What follows belongs to an exercise in optimizing a design on an open flow for small area and a short achievable clock period; a production flow would make more cautious choices.
Where RTL was checked, it was by simulation tests only, not by an equivalence proof against the original.
The flow treats the clock pin as an ideal source, which a real chip does not have.
Power is estimated from default activity; no workload was simulated.

Setup of lane 1:
Design top_module, start of the top module:
module top_module(
    input clk,
    input rst,
    input [15:0] sw,
    input btnC,
    output reg [6:0] seg,
    output reg [3:0] an,
    output reg bitti,
    output [1:0] p
    );
    reg btnC_prev;
    reg s0, sira, p0, p1;
    reg s1;              
    reg arm;             
    reg [15:0] sayi0, sayi1;
    reg [15:0] m;
    assign p = {p1, p0};
    wire gir = btnC & ~btnC_prev;
    wire cmp = btnC & arm;
    wire [15:0] tah = sw & {16{s1}};
    wire [15:0] sa;
    mux16 smux(.sel(sira), .a(sayi0), .b(sayi1), .y(sa));
    wire [15:0] m_n;
    match_matrix mm(.g(tah), .s(sa), .m(m_n));
    always @(posedge clk) begin
        if (rst) begin
            btnC_prev <= 1'b0;
            s0 <= 1'b0;
            p0 <= 1'b1;
            s1 <= 1'b0;
            sira <= 1'b0;
            p1 <= 1'b1;
            bitti <= 1'b0;
            arm <= 1'b0;
        end else begin
            btnC_prev <= btnC;
            arm <= ~btnC & s0 & ~bitti;
            if (gir) begin
                s0 <= 1'b1;
                if (s0) begin
                    p0 <= 1'b0;
                    s1 <= 1'b1;
                end
                sira <= ~sira;
            end
            if (cmp) begin
                p1 <= ~sira;
                if (m_n[0] & m_n[5] & m_n[10] & m_n[15]) bitti <= 1'b1;
            end
        end
    end
    always @(posedge clk) begin
        if (!s0) sayi0 <= sw;
        if (!s1) sayi1 <= sw;
        if (cmp) m <= m_n;
    end
    wire [3:0] v;
    digit_sel ds(.m(m), .s1(s1), .an(an), .v(v));
    wire [6:0] seg_n;
    hex7 hx(.v(v), .seg(seg_n));
    always @(posedge clk) begin
        if (rst) begin
            an <= 4'b1111;
            seg <= 7'b000_0000;
        end else begin
            an <= {an[2:0], an[3] & ~&an[2:0]};
            seg <= seg_n;
        end
    end
endmodule
export LEC_CHECK = 0
export ABC_AREA = 0
export CAP_MARGIN = 20
export CORE_MARGIN = 2
export CORE_UTILIZATION = 40
export SLEW_MARGIN = 20
export SYNTH_HIERARCHICAL = 1
create_clock -name core_clock -period 12.5 [get_ports {clk}]
standard.sh (not shown) runs the stock make flow with config.mk's settings and CLKGATE_MAP_FILE= SYNTH_SCRIPT=/design/flow/synth_recipe.tcl, a recipe that flattens the netlist after the stock synthesis.
==> flow/flow/run.sh <==
#!/bin/bash
# Standard ORFS layout, with plain buffers (not delay cells) on the ports.
set -euo pipefail
bash standard.sh synth > synth.log 2>&1
bash standard.sh "BUFFER_PORTS_ARGS=-buffer_cell sky130_fd_sc_hd__buf_1" finish > layout.log 2>&1
Lane 1 went all the way through the flow, and no timing, DRC or antenna check failed.
Setup changes, lane 1 to lane 2
==> flow/flow/run.sh <==
#!/bin/bash
# ORFS layout with plain buffers on the ports, a small clock tree, and after
# clock tree synthesis a resizing pass (flow/post_cts.tcl) that trades slack
# for area and then sizes the critical paths up to a tighter target.
set -euo pipefail
here=$(pwd)
bash standard.sh synth > synth.log 2>&1
bash standard.sh \
  "BUFFER_PORTS_ARGS=-buffer_cell sky130_fd_sc_hd__buf_1" \
  "CTS_ARGS=-sink_clustering_enable -repair_clock_nets -dont_use_dummy_load" \
  "POST_CTS_TCL=$here/flow/post_cts.tcl" \
  finish > layout.log 2>&1
==> flow/flow/margin.txt (new file) <==
9.0
==> flow/flow/post_cts.tcl (new file) <==
set fp [open [file join [file dirname [info script]] margin.txt]]
set margin [string trim [read $fp]]
close $fp
estimate_parasitics -placement
puts "post_cts: worst slack before [worst_slack -max]"
repair_timing -setup -recover_power 100 -setup_margin $margin
estimate_parasitics -placement
puts "post_cts: worst slack after recovery [worst_slack -max]"
repair_timing -setup -setup_margin $margin -skip_last_gasp
estimate_parasitics -placement
puts "post_cts: worst slack after repair [worst_slack -max]"
repair_timing -hold
detailed_placement
check_placement -verbose
estimate_parasitics -placement
puts "post_cts: worst slack final [worst_slack -max] hold [worst_slack -min]"
==> comparison <==
- Compared with lane 1, lane 2 has extra setup slack.
- From lane 1 to lane 2 the numbers moved as follows: maximum net fanout on the critical path -1; count of final hold-check violations ~0 delta; cell area after layout -2.6%.
- On met2 usage, lane 1 and lane 2 are neck and neck.
- Taking lane 1 as the reference, in lane 2 wire length of the first global-routing pass higher; routed wire length roughly the same; reg2reg setup slack higher; final count of negative-setup-slack endpoints roughly the same.
- On cell count, the higher figure sits with lane 1, not lane 2.
- When lane 2 is measured against lane 1, its time the final worst path needs with I/O delays and setup turns out 0.29 ns lower.
Input-level comparison between lane 3 and lane 2:
# lane 2
export LEC_CHECK = 0
export ABC_AREA = 0
export CAP_MARGIN = 20
export CORE_MARGIN = 2
export CORE_UTILIZATION = 40
export SLEW_MARGIN = 20
export SYNTH_HIERARCHICAL = 1
create_clock -name core_clock -period 12.5 [get_ports {clk}]
# lane 3
export LEC_CHECK = 0
export ABC_AREA = 0
export CAP_MARGIN = 20
export CORE_MARGIN = 2
export CORE_UTILIZATION = 65
export SLEW_MARGIN = 20
export SYNTH_HIERARCHICAL = 1
create_clock -name core_clock -period 12.5 [get_ports {clk}]
==> flow/flow/downsize.tcl (new file) <==
# greedy downsizing: each cell to the smallest same-function cell that keeps
# the worst setup slack at or above the floor and adds no slew/cap violation
proc my_downsize {floor} {
  set n 0
  foreach inst [get_cells *] {
    set ref [get_property $inst ref_name]
    if {![regexp {^(sky130_fd_sc_hd__[a-z0-9]+)_([0-9]+)$} $ref -> base size]} { continue }
    if {[string match "*clkbuf*" $base] || [string match "*dfxtp*" $base] || [string match "*edfxtp*" $base]} { continue }
    if {[string match "*buf*" $base] && [regexp {^(input|output)} [get_property $inst full_name]]} { continue }
    set lcs [get_lib_cells -quiet $ref]
    if {[llength $lcs] == 0} { continue }
    set cur_area [get_property [lindex $lcs 0] area]
    set cands {}
    foreach lc [get_lib_cells ${base}_*] {
      set nm [get_property $lc name]
      if {![regexp "^${base}_(\[0-9\]+)\$" $nm]} { continue }
      set a [get_property $lc area]
      if {$a < $cur_area} { lappend cands [list $a $nm] }
    }
    foreach c [lsort -real -index 0 $cands] {
      set nm [lindex $c 1]
      replace_cell $inst $nm
      if {[worst_slack -max] >= $floor && [sta::max_slew_violation_count] == 0 && [sta::max_capacitance_violation_count] == 0} {
        incr n
        set ref $nm
        break
      }
      replace_cell $inst $ref
    }
  }
  return $n
}
==> flow/flow/margin.txt <==
9.1
==> flow/flow/post_cts.tcl <==
set here [file dirname [info script]]
source [file join $here downsize.tcl]
set fp [open [file join $here margin.txt]]
set margin [string trim [read $fp]]
close $fp
estimate_parasitics -placement
puts "post_cts: worst slack before [worst_slack -max]"
repair_timing -setup -setup_margin $margin -skip_last_gasp
set ws [worst_slack -max]
puts "post_cts: worst slack after repair $ws"
puts "post_cts: downsized [my_downsize [expr {min($ws, $margin)}]] cells"
repair_timing -setup -setup_margin $margin -skip_last_gasp
puts "post_cts: worst slack after downsizing [worst_slack -max]"
repair_timing -hold
detailed_placement
check_placement -verbose
estimate_parasitics -placement
puts "post_cts: worst slack final [worst_slack -max] hold [worst_slack -min]"
Findings:
- Lane 2 -> lane 3: relative area of clock buffers and inverters in the final design flat
- When the final numbers for lane 2 and lane 3 were put side by side, the x dimension of the die turned out to be greater in lane 2.
- Per the comparison of lane 3 with lane 2, global-route usage +8.7 points, critical path depth decreased by 2 relative to the old numbers.
- Looking at slew at the pin closest to its max-slew limit across lane 2 and lane 3, the one that comes out higher is lane 2.
- Non-clock buffer count is lower on lane 2
- Lane 3 vs. lane 2: utilization increased by 28 points relative to the old numbers; number of nets in the final layout moved up; setup slack shows an increase of 0.012 ns.
The inputs of lane 4 differ from those of lane 3 as listed below.
diff --git a/flow/flow/run.sh b/flow/flow/run.sh
--- a/flow/flow/run.sh
+++ b/flow/flow/run.sh
@@ -3,3 +3,4 @@
 # clock tree synthesis a resizing pass (flow/post_cts.tcl) that trades slack
-# for area and then sizes the critical paths up to a tighter target.
+# for area and then sizes the critical paths up to a tighter target; the
+# same again after global routing (flow/post_grt.tcl).
 set -euo pipefail
@@ -11,2 +12,3 @@
   "POST_CTS_TCL=$here/flow/post_cts.tcl" \
+  "POST_GLOBAL_ROUTE_TCL=$here/flow/post_grt.tcl" \
   finish > layout.log 2>&1
==> flow/flow/post_grt.tcl (new file) <==
# Runs at the end of ORFS's global route step (POST_GLOBAL_ROUTE_TCL): the
# same resizing as post_cts.tcl, now with global-route parasitics, then the
# changed nets are routed again.
set here [file dirname [info script]]
source [file join $here downsize.tcl]
set fp [open [file join $here margin.txt]]
set margin [string trim [read $fp]]
close $fp
set_propagated_clock [all_clocks]
estimate_parasitics -global_routing
puts "post_grt: worst slack before [worst_slack -max]"
global_route -start_incremental
repair_timing -setup -setup_margin $margin -skip_last_gasp
set ws [worst_slack -max]
puts "post_grt: worst slack after repair $ws"
puts "post_grt: downsized [my_downsize [expr {min($ws, $margin)}]] cells"
repair_timing -setup -setup_margin $margin -skip_last_gasp
repair_timing -hold
detailed_placement
global_route -end_incremental
check_placement -verbose
estimate_parasitics -global_routing
puts "post_grt: worst slack final [worst_slack -max] hold [worst_slack -min]"
==> comparison <==
- sw[8] as the timing startpoint of the critical path was reported by lane 3, and sw[3] by lane 4.
- Fraction of power consumed by the clock network: lane 4 vs lane 3 down 0.3 points
- Between lane 4 and lane 3, the fraction of area in clock buffers and inverters does not differ in any meaningful way.
- NOTE: sequential share of layout area in lane 4 falls short of that of lane 3
- In lane 4, setup skew after layout is lower than in lane 3.
- Diff lane 3 -> lane 4: cell count +about 3%, setup slack after layout +0.061 ns, final routed wire length divided by cell count +about 0.7%.

---

The RTL this note starts from:
==> flow/design.v <==
`timescale 1ns / 1ps
module top_module(
    input clk,
    input rst,
    input [15:0] sw,
    input btnC,
    output reg [6:0] seg,
    output reg [3:0] an,
    output reg bitti,
    output [1:0] p
    );
    reg btnC_prev;
    reg s0, sira, p0, p1;
    reg s1;              
    reg arm;             
    reg [15:0] sayi0, sayi1;
    reg [15:0] m;
    assign p = {p1, p0};
    wire gir = btnC & ~btnC_prev;
    wire cmp = btnC & arm;
    wire [15:0] tah = sw & {16{s1}};
    wire [15:0] sa;
    mux16 smux(.sel(sira), .a(sayi0), .b(sayi1), .y(sa));
    wire [15:0] m_n;
    match_matrix mm(.g(tah), .s(sa), .m(m_n));
    always @(posedge clk) begin
        if (rst) begin
            btnC_prev <= 1'b0;
            s0 <= 1'b0;
            p0 <= 1'b1;
            s1 <= 1'b0;
            sira <= 1'b0;
            p1 <= 1'b1;
            bitti <= 1'b0;
            arm <= 1'b0;
        end else begin
            btnC_prev <= btnC;
            arm <= ~btnC & s0 & ~bitti;
            if (gir) begin
                s0 <= 1'b1;
                if (s0) begin
                    p0 <= 1'b0;
                    s1 <= 1'b1;
                end
                sira <= ~sira;
            end
            if (cmp) begin
                p1 <= ~sira;
                if (m_n[0] & m_n[5] & m_n[10] & m_n[15]) bitti <= 1'b1;
            end
        end
    end
    always @(posedge clk) begin
        if (!s0) sayi0 <= sw;
        if (!s1) sayi1 <= sw;
        if (cmp) m <= m_n;
    end
    wire [3:0] v;
    digit_sel ds(.m(m), .s1(s1), .an(an), .v(v));
    wire [6:0] seg_n;
    hex7 hx(.v(v), .seg(seg_n));
    always @(posedge clk) begin
        if (rst) begin
            an <= 4'b1111;
            seg <= 7'b000_0000;
        end else begin
            an <= {an[2:0], an[3] & ~&an[2:0]};
            seg <= seg_n;
        end
    end
endmodule
module mux16(
    input sel,
    input [15:0] a,
    input [15:0] b,
    output [15:0] y
    );
    assign y = sel ? a : b;
endmodule
module match_matrix(
    input [15:0] g,
    input [15:0] s,
    output [15:0] m
    );
    genvar i, j;
    generate
        for (i = 0; i < 4; i = i + 1) begin : gi
            for (j = 0; j < 4; j = j + 1) begin : gj
                eq4 e(.a(g[4*i +: 4]), .b(s[4*j +: 4]), .y(m[4*i+j]));
            end
        end
    endgenerate
endmodule
module eq4(
    input [3:0] a,
    input [3:0] b,
    output y
    );
    assign y = a == b;
endmodule
module digit_sel(
    input [15:0] m,
    input s1,
    input [3:0] an,
    output reg [3:0] v
    );
    function [1:0] fa(input x, input y, input z);
        fa = {(x & y) | (x & z) | (y & z), x ^ y ^ z};
    endfunction
    wire [1:0] d0 = fa(m[0], m[5], m[10]);
    wire b0 = d0[0] ^ m[15];
    wire e0 = d0[0] & m[15];
    wire [2:0] bull = {d0[1] & e0, d0[1] ^ e0, b0};
    wire [1:0] f0 = fa(m[1], m[2], m[3]);
    wire [1:0] f1 = fa(m[4], m[6], m[7]);
    wire [1:0] f2 = fa(m[8], m[9], m[11]);
    wire [1:0] f3 = fa(m[12], m[13], m[14]);
    wire [1:0] g0 = fa(f0[0], f1[0], f2[0]);
    wire [1:0] g1 = fa(f0[1], f1[1], f2[1]);
    wire c0 = g0[0] ^ f3[0];
    wire k0 = g0[0] & f3[0];
    wire [1:0] g2 = fa(g0[1], g1[0], f3[1]);
    wire c1 = g2[0] ^ k0;
    wire k1 = g2[0] & k0;
    wire [1:0] g3 = fa(g1[1], g2[1], k1);
    wire [3:0] cow = {g3[1], g3[0], c1, c0};
    always @(*)
        if (!an[0]) v = 4'hC;
        else if (!an[1]) v = s1 ? {1'b0, bull} : 4'h0;
        else if (!an[2]) v = 4'hB;
        else v = s1 ? cow : 4'h0;
endmodule
module hex7(
    input [3:0] v,
    output [6:0] seg
    );
    assign seg[0] = (~v[3] & ~v[2] & ~v[1]) | (v[3] & v[2]) | (v[2] & v[1] & v[0]);
    assign seg[1] = (~v[3] & ~v[2] & v[0]) | (~v[3] & ~v[2] & v[1]) | (~v[3] & v[1] & v[0]);
    assign seg[2] = (~v[3] & v[0]) | (~v[1] & v[0]) | (~v[3] & v[2] & ~v[1]);
    assign seg[3] = (v[3] & v[1] & ~v[0]) | (v[2] & v[1] & v[0]) | (~v[3] & v[2] & ~v[1] & ~v[0]) | (~v[3] & ~v[2] & ~v[1] & v[0]);
    assign seg[4] = (v[3] & v[2]) | (~v[3] & ~v[2] & v[1] & ~v[0]);
    assign seg[5] = (v[3] & v[2]) | (v[2] & v[1] & ~v[0]) | (v[3] & v[1] & v[0]) | (v[2] & ~v[1] & v[0]);
    assign seg[6] = (v[3] & v[1] & v[0]) | (~v[3] & v[2] & ~v[1] & ~v[0]) | (~v[3] & ~v[2] & ~v[1] & v[0]);
endmodule
Settings: LEC_CHECK=0, ABC_AREA=0, CAP_MARGIN=20, CORE_MARGIN=2, CORE_UTILIZATION=65, SLEW_MARGIN=20, SYNTH_HIERARCHICAL=1; clock period 12.5 ns.
==> flow/flow/run.sh <==
#!/bin/bash
# ORFS layout with plain buffers on the ports, a small clock tree, and after
# clock tree synthesis a resizing pass (flow/post_cts.tcl) that trades slack
# for area and then sizes the critical paths up to a tighter target.
set -euo pipefail
here=$(pwd)
bash standard.sh synth > synth.log 2>&1
bash standard.sh \
  "BUFFER_PORTS_ARGS=-buffer_cell sky130_fd_sc_hd__buf_1" \
  "CTS_ARGS=-sink_clustering_enable -repair_clock_nets -dont_use_dummy_load" \
  "POST_CTS_TCL=$here/flow/post_cts.tcl" \
  finish > layout.log 2>&1
==> flow/flow/margin.txt <==
8.95
==> flow/flow/post_cts.tcl <==
set here [file dirname [info script]]
source [file join $here downsize.tcl]
set fp [open [file join $here margin.txt]]
set margin [string trim [read $fp]]
close $fp
estimate_parasitics -placement
puts "post_cts: worst slack before [worst_slack -max]"
repair_timing -setup -setup_margin $margin -skip_last_gasp
set ws [worst_slack -max]
puts "post_cts: worst slack after repair $ws"
puts "post_cts: downsized [my_downsize [expr {min($ws, $margin)}]] cells"
repair_timing -setup -setup_margin $margin -skip_last_gasp
puts "post_cts: worst slack after downsizing [worst_slack -max]"
repair_timing -hold
detailed_placement
check_placement -verbose
estimate_parasitics -placement
puts "post_cts: worst slack final [worst_slack -max] hold [worst_slack -min]"
Other scripts of this flow, unchanged in this note and not shown: flow/flow/downsize.tcl
Edit:
--- a/flow/flow/run.sh
+++ b/flow/flow/run.sh
@@ -3,3 +3,4 @@
 # clock tree synthesis a resizing pass (flow/post_cts.tcl) that trades slack
-# for area and then sizes the critical paths up to a tighter target.
+# for area and then sizes the critical paths up to a tighter target; the
+# same again after global routing (flow/post_grt.tcl).
 set -euo pipefail
@@ -11,2 +12,3 @@
   "POST_CTS_TCL=$here/flow/post_cts.tcl" \
+  "POST_GLOBAL_ROUTE_TCL=$here/flow/post_grt.tcl" \
   finish > layout.log 2>&1
==> flow/flow/margin.txt (replaced) <==
9.1
--- a/flow/flow/post_cts.tcl
+++ b/flow/flow/post_cts.tcl
@@ -7,2 +7,5 @@
 puts "post_cts: worst slack before [worst_slack -max]"
+puts "post_cts: clock buffers downsized [my_downsize_clock [expr {[worst_slack -max] - 0.02}] 0.100]"
+puts "post_cts: clock-pin slew [my_clock_slew]"
+estimate_parasitics -placement
 repair_timing -setup -setup_margin $margin -skip_last_gasp
==> flow/flow/post_grt.tcl (new file) <==
# Runs at the end of ORFS's global route step (POST_GLOBAL_ROUTE_TCL): the
# same resizing as post_cts.tcl, now with global-route parasitics, then the
# changed nets are routed again.
set here [file dirname [info script]]
source [file join $here downsize.tcl]
set fp [open [file join $here margin.txt]]
set margin [string trim [read $fp]]
close $fp
set_propagated_clock [all_clocks]
estimate_parasitics -global_routing
puts "post_grt: worst slack before [worst_slack -max]"
global_route -start_incremental
repair_timing -setup -setup_margin $margin -skip_last_gasp
set ws [worst_slack -max]
puts "post_grt: worst slack after repair $ws"
puts "post_grt: downsized [my_downsize [expr {min($ws, $margin)}]] cells"
repair_timing -setup -setup_margin $margin -skip_last_gasp
repair_timing -hold
detailed_placement
global_route -end_incremental
check_placement -verbose
estimate_parasitics -global_routing
puts "post_grt: worst slack final [worst_slack -max] hold [worst_slack -min]"
Result: Area after synthesis stays the same. First-iteration DRC count went down by 1.6%. Routed wire length rose by 0.76%. Power shrinks by 4.3%.
Edit:
--- a/flow/flow/run.sh
+++ b/flow/flow/run.sh
@@ -3,4 +3,3 @@
 # clock tree synthesis a resizing pass (flow/post_cts.tcl) that trades slack
-# for area and then sizes the critical paths up to a tighter target; the
-# same again after global routing (flow/post_grt.tcl).
+# for area and then sizes the critical paths up to a tighter target.
 set -euo pipefail
@@ -12,3 +11,2 @@
   "POST_CTS_TCL=$here/flow/post_cts.tcl" \
-  "POST_GLOBAL_ROUTE_TCL=$here/flow/post_grt.tcl" \
   finish > layout.log 2>&1
==> flow/flow/margin.txt (replaced) <==
9.05
--- a/flow/flow/post_cts.tcl
+++ b/flow/flow/post_cts.tcl
@@ -7,5 +7,2 @@
 puts "post_cts: worst slack before [worst_slack -max]"
-puts "post_cts: clock buffers downsized [my_downsize_clock [expr {[worst_slack -max] - 0.02}] 0.100]"
-puts "post_cts: clock-pin slew [my_clock_slew]"
-estimate_parasitics -placement
 repair_timing -setup -setup_margin $margin -skip_last_gasp
removed: flow/flow/post_grt.tcl
After rerunning: Global-route usage goes down by 0.15 points; setup slack gets better by 62 ps; wire length shrinks slightly; clock-buffer cell count does not change; non-clock buffer count decreases by 3; power goes up by a few percent; maximum frequency rises slightly; clock skew shrinks by 16 ps; critical path depth went down by 3; sequential power stays flat.
Edit:
==> flow/flow/margin.txt (replaced) <==
9.1
--- a/flow/flow/post_cts.tcl
+++ b/flow/flow/post_cts.tcl
@@ -7,2 +7,5 @@
 puts "post_cts: worst slack before [worst_slack -max]"
+puts "post_cts: clock buffers downsized [my_downsize_clock [expr {[worst_slack -max] - 0.02}] 0.100]"
+puts "post_cts: clock-pin slew [my_clock_slew]"
+estimate_parasitics -placement
 repair_timing -setup -setup_margin $margin -skip_last_gasp
Design area is higher by 0.59%. Total power is lower by 5.1%. Final cell count is higher by 0.78%. Maximum frequency is lower by 1.1%. Non-clock buffer count is higher by 3. Count of clock-buffer cells in the layout stays the same. Synthesized cell count is unchanged. Worst setup slack loses 39 ps. Clock skew is higher by 15 ps. Global-route usage is higher by 0.15 points.
Function was not checked in any run of this note: the RTL went through the layout flow alone.

[port drivers added, routing unchanged]
Ports are ideal in the flow. The routed layouts listed here were re-timed in OpenROAD. Step 1: set_driving_cell puts a clkbuf_16 on clk and a buf_2 on each other input, an assumption about the parent block. Step 2 times the ports against the registers' clock, not the clock port: input delays grow and output delays shrink by t, the midpoint of the rising clock arrivals with the driver on. Slacks: ideal / step 1 / step 2; pairs: ideal / step 1.
run | t, ns | slack for setup (ns) | clock arrival spread, ns | cell pins on the clock port's net
lane 1 | 0.368 | 8.659 / 8.659 / 8.581 | 0.017 / 0.017 | 1
lane 2 | 0.358 | 8.950 / 8.962 / 8.604 | 0.034 / 0.034 | 1
lane 3 | 0.358 | 8.962 / 8.971 / 8.613 | 0.017 / 0.017 | 1
lane 4 | 0.354 | 9.023 / 9.029 / 8.675 | 0.014 / 0.014 | 1
the first run of note 2 | 0.360 | 8.876 / 8.876 / 8.587 | 0.024 / 0.024 | 1
the second run of note 2 | 0.474 | 8.905 / 8.908 / 8.438 | 0.039 / 0.039 | 1
the third run of note 2 | 0.361 | 8.967 / 8.971 / 8.618 | 0.023 / 0.023 | 1
the fourth run of note 2 | 0.471 | 8.929 / 8.929 / 8.612 | 0.039 / 0.039 | 1
After both steps setup and hold are still met in every run listed. For the second run of note 2, which loses most, drivers alone change the setup slack by +0.003 ns; drivers and shift together by -0.467 ns.
